Source: an optimization exercise on an open RTL-to-GDS flow (aim: small area). Production flows keep margins and buffers that such runs may drop.
In this exercise RTL edits were held to simulation tests only and were not proved equivalent to the original.
Power figures rest on the tool's default switching activity, not on a simulated workload.

--- flow/flow/run.sh ---
#!/bin/bash
# The standard ORFS layout (standard.sh), with changes to what it inserts:
#  - port buffers are the smallest buffer cell (buf_1) instead of clkdlybuf4s50_1;
#  - clock tree synthesis uses clkbuf_4 buffers and inserts no dummy loads;
#  - buffers that synthesis (ABC) inserted are removed at floorplan; the
#    resizer's repair_design puts back what slew and capacitance need.
# The full make output goes to standard.log in this folder; ORFS's per-step
# logs stay under orfs/logs/.
set -euo pipefail
export BUFFER_PORTS_ARGS="-buffer_cell sky130_fd_sc_hd__buf_1"
export CTS_ARGS="-sink_clustering_enable -repair_clock_nets -dont_use_dummy_load -buf_list sky130_fd_sc_hd__clkbuf_4"
export REMOVE_ABC_BUFFERS=1
bash standard.sh > standard.log 2>&1
--- flow/standard.sh ---
#!/bin/bash
# synth_recipe.tcl (not shown) runs the flow's synth.tcl, then flattens the netlist and writes it again
# the make line also repeats each setting of config.mk as NAME=value (left out here)
make -C /OpenROAD-flow-scripts/flow DESIGN_CONFIG=/design/flow/config.mk WORK_HOME=/design/flow/orfs CLKGATE_MAP_FILE= SYNTH_SCRIPT=/design/flow/synth_recipe.tcl "${@:-finish}"
--- flow/constraint.sdc ---
create_clock -name core_clock -period 5.0 [get_ports {clk}]
set_input_delay 1.0000 -clock core_clock [delete_from_list [all_inputs] [get_ports {clk}]]
set_output_delay 1.0000 -clock core_clock [all_outputs]
set_load 0.01 [all_outputs]
--- flow/design.v ---
`timescale 1ns/10ps
module path(clk, rst_n, data1_i, data2_i, valid1_i, valid2_i, data_o, req_o, gnt_i, stop1_o, stop2_o, valid_o);
input clk;
input rst_n;
input [7:0] data1_i;
input [7:0] data2_i;
input valid1_i;
input valid2_i;
input gnt_i;
output req_o;
output stop1_o;
output stop2_o;
output reg [7:0] data_o;
output reg valid_o;
reg [4:0] v;         
reg [3:0] count;     
reg sel;             
reg [7:0] mem0, mem1, mem2, mem3, mem4;
wire empty   = !v[0];
wire full    = v[4];
wire read    = v[0] && gnt_i;
wire blocked = full && !gnt_i;
wire vsel    = sel ? valid2_i : valid1_i;
wire accept  = vsel && !blocked;
wire bypass  = empty && gnt_i && (valid1_i || valid2_i);
wire write   = accept && !bypass;
wire [7:0] din = sel ? data2_i : data1_i;
assign stop1_o = blocked || sel;
assign stop2_o = blocked || !sel;
assign req_o   = v[0] || bypass;
wire [7:0] oldest = ({8{v[0] & !v[1]}} & mem0) | ({8{v[1] & !v[2]}} & mem1)
                  | ({8{v[2] & !v[3]}} & mem2) | ({8{v[3] & !v[4]}} & mem3)
                  | ({8{v[4]}} & mem4);
wire a0 = accept & count[0];
always @(posedge clk) begin
	if (write) begin
		mem0 <= din;
		mem1 <= mem0;
		mem2 <= mem1;
		mem3 <= mem2;
		mem4 <= mem3;
	end
end
always @(posedge clk, negedge rst_n) begin
	if (!rst_n) begin
		v <= 5'd0;
		count <= 4'd0;
		sel <= 1'b0;
		data_o <= 8'd0;
		valid_o <= 1'b0;
	end else begin
		if (write && !read)
			v <= {v[3:0], 1'b1};
		else if (read && !write)
			v <= {1'b0, v[4:1]};
		count[0] <= count[0] ^ accept;
		count[1] <= count[1] ^ (a0 & !count[3]);
		count[2] <= count[2] ^ (a0 & count[1]);
		count[3] <= count[3] ^ (a0 & ((count[1] & count[2]) | count[3]));
		sel <= sel ^ (a0 & count[3]);
		valid_o <= bypass || read;
		if (bypass)
			data_o <= accept ? din : 8'd0;
		else if (read)
			data_o <= oldest;
	end
end
endmodule
--- flow/config.mk ---
export PLATFORM = sky130hd
export DESIGN_NAME = path
export DESIGN_NICKNAME = path
export VERILOG_FILES = /design/flow/design.v
export SDC_FILE = /design/flow/constraint.sdc
export NUM_CORES = 4
export LEC_CHECK = 0
export CAP_MARGIN = 20
export CORE_MARGIN = 2
export CORE_UTILIZATION = 40
export SLEW_MARGIN = 20
==> results_dict.tcl, run 1 <==
set metrics [dict create \
    status "finished clean" \
    gp_congestion 0.709 \
    cts_sinks 59 \
    finalSetupTns_ns 0 \
    final_core_util_pct 46.4 \
    root_buffer "clkbuf_4" \
    holdPathStages 0 \
    track_usage_pct 17.4 \
    worstSetupPathType "register to register" \
    cts_tree "built" \
    die_y_um 80.8 \
    ys_top_cells_by_area "edfxtp_1 (51%), dfrtp_1 (20%), mux2_2 (3.8%), a221o_1 (3.4%), a22oi_1 (3.2%)" \
    finalHoldViolations 0 \
    drive_above_1_share_pct 12.3 \
    grt_overflow_total 0 \
    post_drt_via_cell_ratio 5.57 \
    cts_buffers 9 \
    grt_pass1_wl_um 7900 \
    synthTopCellsByCount "edfxtp_1 (40), dfrtp_1 (19), nand2_1 (13)" \
    pin_count 33 \
    synth_area_per_cell_um2 15.4 \
    clock.fmax_mhz 375 \
    vias 1443 \
    drc_errors 0 \
    synth_most_common_cell "edfxtp_1" \
    finalCriticalPeriod_ns 2.67 \
    drt_wl_total_um 4980 \
    syn_inst 153 \
    drt-initial-drc-count 134 \
    timing.rr.start "sel" \
    cts_buffer_depth 2 \
    dp.cells 250 \
    dp_hpwl_um 3140 \
    fin_area_mm2 0.00260 \
    antenna_cells 0 \
    power.density_mw_per_mm2 556 \
    post_cts_resized 0 \
    min_period_over_period_pct 53.4 \
    yosysTopAreaCellShare_pct 50.9 \
    fin_skew_ns 0.0268 \
    nFillCells 535 \
    ctsHoldBuffers 0 \
    cts_setup_buffers 0 \
    slew_violations 0 \
    antenna_found_initial 0 \
    slew-limit-headroom_pct 36.5 \
    synth_edf_count 40 \
    startpoint_type "register" \
    max_cap_viol_count 0 \
    place_area_mm2 0.00253 \
    synth_largest_area_cell "edfxtp_1" \
    syn-cell-area_mm2 0.00236 \
    synthFlopType "edfxtp_1" \
    worstMarginPinSlew_ns 0.947 \
    clkLatencyLatePin_ns 0.40 \
    yosysSeqAreaShare_pct 71.0 \
    die_w_um 80.8 \
    num-nets-final 212 \
    synth.distinct_cells 25 \
    ys_seq_elements 59 \
    ys_warn_count 1 \
    crit_fanout 17 \
    fp.coreArea_mm2 0.00561 \
    r2r_slack_ns 2.33 \
    floorplan.initialDensity_pct 42.1 \
    min_to "mem3[1]" \
    rsz0062_at_grt "false" \
    clkTransAtPathRegs_ns 0.09 \
    detail_route.wl_per_cell_um 19.2 \
    fp-row-count 27 \
    arrival_ns 2.93 \
    grt_pass1_vias 1511 \
    end_kind "register" \
    ant_nets 0 \
    reg2reg_depth 6 \
    drtPass1Iterations 5 \
    syn2layout_area_growth_pct 10.1 \
    io_buffers 32 \
    setup_violations 0 \
    cp.required_ns 5.26 \
    grt_start_max_net_pins 26 \
    htreeDepth 3 \
    holdCritStartpoint "mem2[1]" \
    hold_path_class "register to register" \
    ir_drop_mv 0.236 \
    async_flop_share_pct 32.2 \
    final_cells 259 \
    p_leak_nw 0.912 \
    die-area_mm2 0.00653 \
    reg2reg_to "v[1]" \
]
-- where the power goes --
group          leakage (nW)  switching, mW  internal (mW)  total, mW
registers             0.626          0.119          0.723      0.843
clock network        0.0414          0.148         0.0835      0.232
logic                 0.245          0.213          0.160      0.372
total                 0.912          0.480          0.966       1.45
-- registers in the layout, indices dropped and copies added (netlist names), 4 cells and up --
| signal | flops |
|---|---|
| data_o | 8 |
| mem0 | 8 |
| mem1 | 8 |
| mem2 | 8 |
| mem3 | 8 |
| mem4 | 8 |
| v | 5 |
| count | 4 |
-- worst max path at each step --
| stage | start | to | slack, ns | cells after the start |
|---|---|---|---|---|
| global placement | gnt_i | v[3] | 2.17 | 7 |
| global route | sel | v[1] | 2.03 | 6 |
| floorplan | valid2_i | v[3] | 1.93 | 6 |
| CTS | sel | v[2] | 2.30 | 6 |
| detailed placement | gnt_i | v[2] | 1.94 | 7 |
| finish | sel | v[1] | 2.33 | 6 |
-- stage by stage --
| stage | worst slack (ns) | hold WS, ns | total power, mW |
|---|---|---|---|
| floorplan | 1.93 | 0.425 | 1.08 |
| global placement | 2.17 | 0.435 | 1.21 |
| detailed placement | 1.94 | 0.436 | 1.23 |
| CTS | 2.30 | 0.445 | 1.47 |
| global route | 2.03 | 0.449 | 1.54 |
| finish | 2.33 | 0.448 | 1.45 |
-- critical path: stages, from the launching register on --
cell and delay (ns):
dfrtp_1 0.76, mux2i_1 0.21, a21oi_1 0.21, o21a_1 0.64, ha_1 0.41, mux2i_1 0.22, o21ai_0 0.09
-- cells by family after synthesis --
family          share of synthesized area, %
compound gates                          13.5
xor+xnor                                1.11
fa+ha+maj                               1.06
buf+inv                                 2.49
flops                                   71.0
mux                                     5.51
simple gates                            5.35
-- cells in the final DEF, fill, tap and decap left out, types with 2 or more instances in the layout --
master,instances
edfxtp_1,40
buf_1,31
dfrtp_1,19
nand2_1,13
a22oi_1,10
clkbuf_4,9
mux2_2,8
a221o_1,8
a21oi_1,7
o21ai_0,7
a222oi_1,6
mux2i_1,4
nand2b_1,4
inv_1,3
xnor2_1,3
nor2b_1,3
a31oi_1,2
ha_1,2
-- layer usage --
| metal | track usage (%) | vias to the layer above | share of wire [%] |
|---|---|---|---|
| met1 | 22.7 | 708 | 45 |
| met4 | 6.27 | 0 | 1.3 |
| met3 | 7.44 | 9 | 6.9 |
| met5 | 0 | - | 0 |
| li1 | - | 665 | - |
| met2 | 25.9 | 61 | 46 |
-- area by class of cell --
cell class / instances / area, um2 / area share [%]
flip-flops and latches: 59 / 1680 / 64.5
multi-input cells: 83 / 626 / 24.1
repair buffers: 33 / 129 / 4.96
well taps: 72 / 90.1 / 3.46
clock buffers: 9 / 67.6 / 2.60
inverters: 3 / 11.3 / 0.433
==> run 2, diff against run 1 <==
==> flow/design.v (replaced) <==
`timescale 1ns/10ps
module path(clk, rst_n, data1_i, data2_i, valid1_i, valid2_i, data_o, req_o, gnt_i, stop1_o, stop2_o, valid_o);
input clk;
input rst_n;
input [7:0] data1_i;
input [7:0] data2_i;
input valid1_i;
input valid2_i;
input gnt_i;
output req_o;
output stop1_o;
output stop2_o;
output reg [7:0] data_o;
output reg valid_o;
reg [2:0] n;         
reg [3:0] count;     
reg sel;             
reg [7:0] mem0, mem1, mem2, mem3, mem4;
wire empty   = (n == 3'd0);
wire full    = (n == 3'd5);
wire read    = !empty && gnt_i;
wire blocked = full && !gnt_i;
wire vsel    = sel ? valid2_i : valid1_i;
wire accept  = vsel && !blocked;
wire bypass  = empty && gnt_i && (valid1_i || valid2_i);
wire write   = accept && !bypass;
wire [7:0] din = sel ? data2_i : data1_i;
assign stop1_o = blocked || sel;
assign stop2_o = blocked || !sel;
assign req_o   = !empty || bypass;
wire r1 = (n == 3'd1);
wire r2 = (n == 3'd2);
wire r3 = (n == 3'd3);
wire r4 = (n == 3'd4);
wire [7:0] oldest = ({8{r1}} & mem0) | ({8{r2}} & mem1) | ({8{r3}} & mem2)
                  | ({8{r4}} & mem3) | ({8{full}} & mem4);
always @(posedge clk) begin
	if (write) begin
		mem0 <= din;
		mem1 <= mem0;
		mem2 <= mem1;
		mem3 <= mem2;
		mem4 <= mem3;
	end
end
always @(posedge clk, negedge rst_n) begin
	if (!rst_n) begin
		n <= 3'd0;
		count <= 4'd0;
		sel <= 1'b0;
		data_o <= 8'd0;
		valid_o <= 1'b0;
	end else begin
		if (write && !read)
			n <= n + 3'd1;
		else if (read && !write)
			n <= n - 3'd1;
		if (accept) begin
			if (count == 4'd9) begin
				count <= 4'd0;
				sel <= !sel;
			end else
				count <= count + 4'd1;
		end
		valid_o <= bypass || read;
		if (bypass)
			data_o <= accept ? din : 8'd0;
		else if (read)
			data_o <= oldest;
	end
end
endmodule
==> flow/run.sh (new file) <==
#!/bin/bash
# synth_recipe.tcl (not shown) runs the flow's synth.tcl, then flattens the netlist and writes it again
# the make line also repeats each setting of config.mk as NAME=value (left out here)
make -C /OpenROAD-flow-scripts/flow DESIGN_CONFIG=/design/flow/config.mk WORK_HOME=/design/flow/orfs CLKGATE_MAP_FILE= SYNTH_SCRIPT=/design/flow/synth_recipe.tcl finish
removed: flow/flow/run.sh
removed: flow/standard.sh
==> results_dict.tcl, run 2 <==
set metrics [dict create \
    finalCriticalPeriod_ns 3.59 \
    die_w_um 83.1 \
    fp.coreArea_mm2 0.00599 \
    synth_edf_count 40 \
    post_cts_resized 0 \
    grt_pass1_vias 1647 \
    vias 1557 \
    htreeDepth 3 \
    antenna_found_initial 0 \
    gp_congestion 0.755 \
    syn_inst 183 \
    yosysTopAreaCellShare_pct 48.0 \
    final_common_cell "edfxtp_1" \
    yosysSeqAreaShare_pct 65.1 \
    root_buffer "clkbuf_8" \
    final_cells 297 \
    cts_sinks 57 \
    ctsHoldBuffers 0 \
    detail_route.wl_per_cell_um 17.1 \
    finalSetupTns_ns 0 \
    dp_hpwl_um 3310 \
    cts_buffer_depth 2 \
    clock.fmax_mhz 279 \
    async_flop_share_pct 29.8 \
    p_leak_nw 1.20 \
    pin_count 33 \
    ys_seq_elements 57 \
    cp.required_ns 4.00 \
    post-place-ws_ns 1.41 \
    synthTopCellsByCount "edfxtp_1 (40), a21oi_1 (17), dfrtp_1 (17)" \
    power.density_mw_per_mm2 682 \
    drive_above_1_share_pct 11.7 \
    grt_pass1_wl_um 8560 \
    cts_tree "built" \
    syn2layout_area_growth_pct 23.7 \
    slew_violations 0 \
    crit_fanout 7 \
    floorplan.initialDensity_pct 41.7 \
    rsz0062_at_grt "false" \
    synthFlopType "edfxtp_1" \
    min_period_over_period_pct 71.8 \
    worstMarginPinSlew_ns 0.859 \
    slew-limit-headroom_pct 42.5 \
    clkTransAtPathRegs_ns 0.06 \
    fp-row-count 28 \
    grt_start_max_net_pins 33 \
    synth_area_per_cell_um2 13.7 \
    antenna_cells 0 \
    worstSetupPathType "primary input to output port" \
    post_drt_via_cell_ratio 5.24 \
    fin_skew_ns 0.00569 \
    synth_largest_area_cell "edfxtp_1" \
    drt-initial-drc-count 106 \
    final_core_util_pct 51.6 \
    clkLatencyLatePin_ns 0.34 \
    synth.distinct_cells 37 \
    hold_path_class "register to register" \
    ir_drop_mv 0.430 \
    drc_errors 0 \
    arrival_ns 2.59 \
    track_usage_pct 16.3 \
    die_y_um 83.1 \
    ys_warn_count 1 \
    layout_common_cells "edfxtp_1 (40), clkdlybuf4s50_1 (32), a21oi_1 (17), dfrtp_1 (17), nand2_1 (14)" \
    finalHoldViolations 0 \
    drtPass1Iterations 5 \
    setup_violations 0 \
    num-nets-final 245 \
    status "finished clean" \
    cts_setup_buffers 0 \
    ys_top_cells_by_area "edfxtp_1 (48%), dfrtp_1 (17%), ha_1 (3.5%), a21oi_1 (3.4%), mux2i_1 (2.8%)" \
    setup_ws_ns 1.41 \
    max_cap_viol_count 0 \
    synth_most_common_cell "edfxtp_1" \
    drt_wl_total_um 5070 \
    startpoint_type "primary input" \
    die-area_mm2 0.00690 \
    grt_overflow_total 0 \
    cts_buffers 9 \
    end_kind "output port" \
    io_buffers 32 \
    syn-cell-area_mm2 0.00250 \
    dp.cells 281 \
    ant_nets 0 \
]
[run 2: cell types whose count changed after synthesis, sizes merged, moves of 6 or more]
| cell | change |
|---|---|
| a222oi | -6 |
| inv | +10 |
| a221o | -8 |
| mux2 | -6 |
| a221oi | +8 |
| o221ai | +7 |
| a21oi | +10 |
[run 2: cells by family (layout without fill, tap and decap cells)]
kind of cell / after synthesis / after routing / synth area share [%]
flops: 57 / 57 / 65.1
compound gates: 52 / 52 / 14.4
simple gates: 30 / 30 / 6.46
buf+inv: 23 / 62 / 5.00
mux: 9 / 9 / 3.85
fa+ha+maj: 7 / 7 / 3.50
xor+xnor: 5 / 5 / 1.75
[run 2: routing by layer]
| metal | share of wire, % | track usage (%) | up-vias | wire (um) |
|---|---|---|---|---|
| li1 | - | - | 760 | - |
| met1 | 46 | 20.8 | 746 | 2320 |
| met2 | 48 | 25.7 | 45 | 2430 |
| met3 | 5.6 | 6.36 | 6 | 282 |
| met4 | 0.79 | 5.37 | 0 | 40 |
| met5 | 0 | 0 | - | 0 |
[run 2: layout make-up]
class / count / area, um2
sequential: 57 / 1630
clock buffer: 9 / 124
multi-input combinational: 103 / 763
timing repair buffer: 33 / 328
tap: 75 / 93.8
fill: 527 / 2900
clock inverter: 7 / 109
inverter: 13 / 48.8
[run 2: path summary, 6_finish.rpt]
path	to	depth (start not counted)	slack [ns]	startpoint
setup / recovery	stop1_o	4	1.41	gnt_i
setup reg to reg	n[2]	8	2.42	n[1]
max in group asynchronous	data_o[0]	1	3.31	rst_n
hold reg to reg	mem4[1]	0	0.45	mem3[1]
hold / removal	mem4[1]	0	0.45	mem3[1]
min in group asynchronous	count[2]	1	1.15	rst_n
[run 2: stage by stage]
step           hold WS [ns]  power [mW]  cell area (um2)
5_1_grt               0.465        2.26             3090
6_report              0.448        2.11             3090
2_1_floorplan         0.427        1.39             2500
3_5_place_dp          0.437        1.62             2860
4_1_cts               0.451        2.14             3090
3_3_place_gp          0.430        1.60             2860
[run 2: where the power goes]
group | internal, mW | switching [mW]
clock network | 0.326 | 0.183
registers | 0.771 | 0.154
logic | 0.309 | 0.367
total | 1.41 | 0.704
[run 2: worst max-delay path: stages]
cell and delay [ns]:
clkdlybuf4s50_1 0.56, nand3b_2 0.36, nand2b_1 0.13, clkdlybuf4s50_1 0.53

[afterwards: timing with drivers on the ports]
The results above use ideal ports. As a check the final layouts listed here were re-extracted and re-timed, cells and wires unchanged.
Step 1: set_driving_cell puts a clkbuf_16 on clk and a buf_2 on each other input, an assumption about the parent block.
Step 2 moves the port delays by t, midway between the first and last clock arrival at a register: inputs arrive t later, outputs are due t later. That takes back most of the time a late clock gives input paths.
Slacks: ideal ports / drivers / drivers and shift; pairs: ideal ports / drivers.
run	shift t [ns]	setup slack, ns	hold WS [ns]	latest minus earliest clock arrival (ns)
run 1	0.406	2.330 / 2.330 / 1.963	0.448 / 0.448 / 0.448	0.027 / 0.027
run 2	0.360	1.410 / 1.389 / 1.389	0.448 / 0.448 / 0.448	0.006 / 0.006
After both steps every run listed still meets setup and hold. The setup slack of run 1, which loses most, moves by 0.000 ns with the drivers and by -0.367 ns with both steps.
